From an optimization exercise on the open Yosys and OpenROAD flow, aimed at small area, a short achievable clock period and few clock cycles; shortcuts taken in it are not production practice. In this exercise RTL edits were held to simulation tests only and were not proved equivalent to the original.

Design M2, start of the top module:
module M2 (
	input  logic        Clock_50,
	input  logic        Resetn,
	input  logic [15:0] SRAM_read_data,
	input  logic        M2_start,
	output logic        SRAM_we_n,
	output logic        M2_done,
	output logic [15:0] SRAM_write_data,
	output logic [17:0] SRAM_address
);
clock: 12.0 ns
lec_check: 0
cap_margin: 20
core_margin: 2
core_utilization: 45
cts_cluster_diameter: 70
cts_cluster_size: 30
slew_margin: 20
synth_memory_max_bits: 4096
standard.sh (not shown) runs the stock make flow with config.mk's settings and CLKGATE_MAP_FILE= SYNTH_SCRIPT=/design/flow/synth_recipe.tcl, a recipe that flattens the netlist after the stock synthesis.
==> flow/flow/run.sh <==
#!/bin/bash
# The standard layout, with timing repair aiming at 8.25 ns of setup slack
# instead of 0.  The clock period and constraints are the standard flow's.
set -euo pipefail
bash standard.sh SETUP_SLACK_MARGIN=8.25 finish > standard.log 2>&1
The first run produced a clean layout.
Testbench counts at the start, summed over its fixed seeds: cycles 1,383,204.
Next try:
==> flow/flow/run.sh (replaced) <==
#!/bin/bash
# The standard layout, with timing repair aiming at 8.2 ns of setup slack
# instead of 0.  The clock period and constraints are the standard flow's.
set -euo pipefail
bash standard.sh SETUP_SLACK_MARGIN=8.2 finish > standard.log 2>&1
- CORE_UTILIZATION: 45 -> 40
The changed run ran to the end with no violations. Routed wire length decreases by 1.2%. Utilization fell by 5.2 points. Worst hold slack gets better by 0.014 ns. Clock skew came out lower by 0.0043 ns. Global-route usage went down by 3.0 points.
Next try:
- CTS_CLUSTER_DIAMETER: 70 -> 50
- CTS_CLUSTER_SIZE: 30 -> 20
After rerunning:
- The new run produced a clean layout
- routed wire length went up by 1.1%
- cell count went up by 2.1%
- die area stays the same
- design area went up by 3.5%
- fmax went up by 0.33%
Next try:
==> flow/flow/run.sh (replaced) <==
#!/bin/bash
# The standard layout, with timing repair aiming at 8.15 ns of setup slack
# instead of 0.  The clock period and constraints are the standard flow's.
set -euo pipefail
bash standard.sh SETUP_SLACK_MARGIN=8.15 finish > standard.log 2>&1
- CORE_UTILIZATION: 40 -> 45
- CTS_CLUSTER_DIAMETER: 50 -> 60
- CTS_CLUSTER_SIZE: 20 -> 35
Non-clock buffer count decreases by 5.
Setup slack gains 0.039 ns.
Die area decreases by roughly a tenth.
Design area decreases by a few percent.
Routed wire length decreases slightly.
Critical path depth stays the same.
Utilization increases by 4.1 points.
Next try:
==> flow/flow/run.sh (replaced) <==
#!/bin/bash
# The standard layout, with timing repair aiming at 8.1 ns of setup slack
# instead of 0.  The clock period and constraints are the standard flow's.
set -euo pipefail
bash standard.sh SETUP_SLACK_MARGIN=8.1 finish > standard.log 2>&1
- CORE_UTILIZATION: 45 -> 40
- CTS_CLUSTER_DIAMETER: 60 -> 70
- CTS_CLUSTER_SIZE: 35 -> 30
=>
- The changed run ran to the end with no violations
- setup slack got worse by 0.0053 ns
- cell count grows by 2.9%
- via count is lower by 0.32%

M2 again, from the RTL that the note above started with.
==> flow/config.mk <==
export PLATFORM = sky130hd
export DESIGN_NAME = M2
export DESIGN_NICKNAME = M2
export VERILOG_FILES = /design/flow/design.v
export SDC_FILE = /design/flow/constraint.sdc
export NUM_CORES = 8
export LEC_CHECK = 0
export CAP_MARGIN = 20
export CORE_MARGIN = 2
export CORE_UTILIZATION = 42
export CTS_CLUSTER_DIAMETER = 70
export CTS_CLUSTER_SIZE = 30
export SLEW_MARGIN = 20
export SYNTH_MEMORY_MAX_BITS = 4096
==> flow/constraint.sdc <==
create_clock -name core_clock -period 12.0 [get_ports {Clock_50}]
set_input_delay 2.4000 -clock core_clock [delete_from_list [all_inputs] [get_ports {Clock_50}]]
set_output_delay 2.4000 -clock core_clock [all_outputs]
set_load 0.01 [all_outputs]
==> flow/flow/run.sh <==
#!/bin/bash
# The standard layout, with timing repair aiming at 8.15 ns of setup slack
# instead of 0.  The clock period and constraints are the standard flow's.
set -euo pipefail
bash standard.sh SETUP_SLACK_MARGIN=8.15 finish > standard.log 2>&1
The baseline produced a clean layout.
Testbench counts at the start, summed over its fixed seeds: cycles 1,383,204.
Then changed:
==> flow/flow/run.sh (replaced) <==
#!/bin/bash
# The standard layout, with timing repair aiming at 8.2 ns of setup slack
# instead of 0.  The clock period and constraints are the standard flow's.
set -euo pipefail
bash standard.sh SETUP_SLACK_MARGIN=8.2 finish > standard.log 2>&1
CORE_UTILIZATION = 50   (was 42)
Result: Clock-buffer cell count stays the same; sequential cell count stays the same; routed wire length grows by 1.3%; register-to-register slack loses 50 ps; worst setup slack gains 55 ps; non-clock buffer count shrinks by 19; via count grows by 0.62%; core utilization grows by 8.5 points; global-route usage grows by 4.6 points; worst hold slack gains 3.4 ps.
Then changed:
==> flow/flow/run.sh (replaced) <==
#!/bin/bash
# The standard layout, with timing repair aiming at 8.1 ns of setup slack
# instead of 0.  The clock period and constraints are the standard flow's.
set -euo pipefail
bash standard.sh SETUP_SLACK_MARGIN=8.1 finish > standard.log 2>&1
CORE_UTILIZATION = 40   (was 50)
PLACE_DENSITY_LB_ADDON = 0.2   (was unset)
- The changed run completed without violations
- final cell count climbs by 7.1%
- cell area went up by 1.1%
- global-route usage came out lower by 4.9 points
- hold slack gains 9.4 ps
- count of clock-buffer cells in the layout went up by 11
- maximum frequency climbs by 1.1%
- setup slack improves by 42 ps

[afterwards: timing with drivers on the ports]
How much do the figures lean on ideal ports? The routed layouts below were timed once more, with nothing changed but the port constraints. Step 1 (the two cells are an assumption about what drives the block):
set clk [get_ports {Clock_50}]
set_driving_cell -lib_cell sky130_fd_sc_hd__clkbuf_16 $clk
set_driving_cell -lib_cell sky130_fd_sc_hd__buf_2 [delete_from_list [all_inputs] $clk]
Step 2, shift: input delay + t, output delay - t, t = (earliest + latest rising clock arrival at the registers) / 2. This alone moves slack from input paths to output paths. Slacks: ideal ports / drivers / drivers and shift; pairs: ideal ports / drivers.
run | t (ns) | setup WS [ns] | hold slack, ns
the first run of note 1 | 0.984 | 8.123 / 8.027 / 8.181 | 0.362 / 0.362 / 0.362
the second run of note 1 | 1.005 | 8.048 / 7.947 / 8.090 | 0.376 / 0.376 / 0.376
the third run of note 1 | 1.038 | 8.060 / 7.958 / 8.131 | 0.356 / 0.356 / 0.356
the fourth run of note 1 | 1.016 | 8.100 / 7.999 / 8.190 | 0.353 / 0.353 / 0.353
the fifth run of note 1 | 0.995 | 8.094 / 7.989 / 8.089 | 0.365 / 0.365 / 0.365
the first run of note 2 | 1.014 | 8.004 / 7.908 / 8.100 | 0.356 / 0.356 / 0.356
the second run of note 2 | 0.973 | 8.059 / 7.966 / 7.955 | 0.359 / 0.359 / 0.359
the third run of note 2 | 1.015 | 8.101 / 7.999 / 8.130 | 0.369 / 0.369 / 0.369
After both steps every run listed still meets setup and hold. The setup slack of the second run of note 2, which loses most, moves by -0.093 ns with the drivers and by -0.104 ns with both steps. The worst setup slack also covers recovery checks on asynchronous resets.
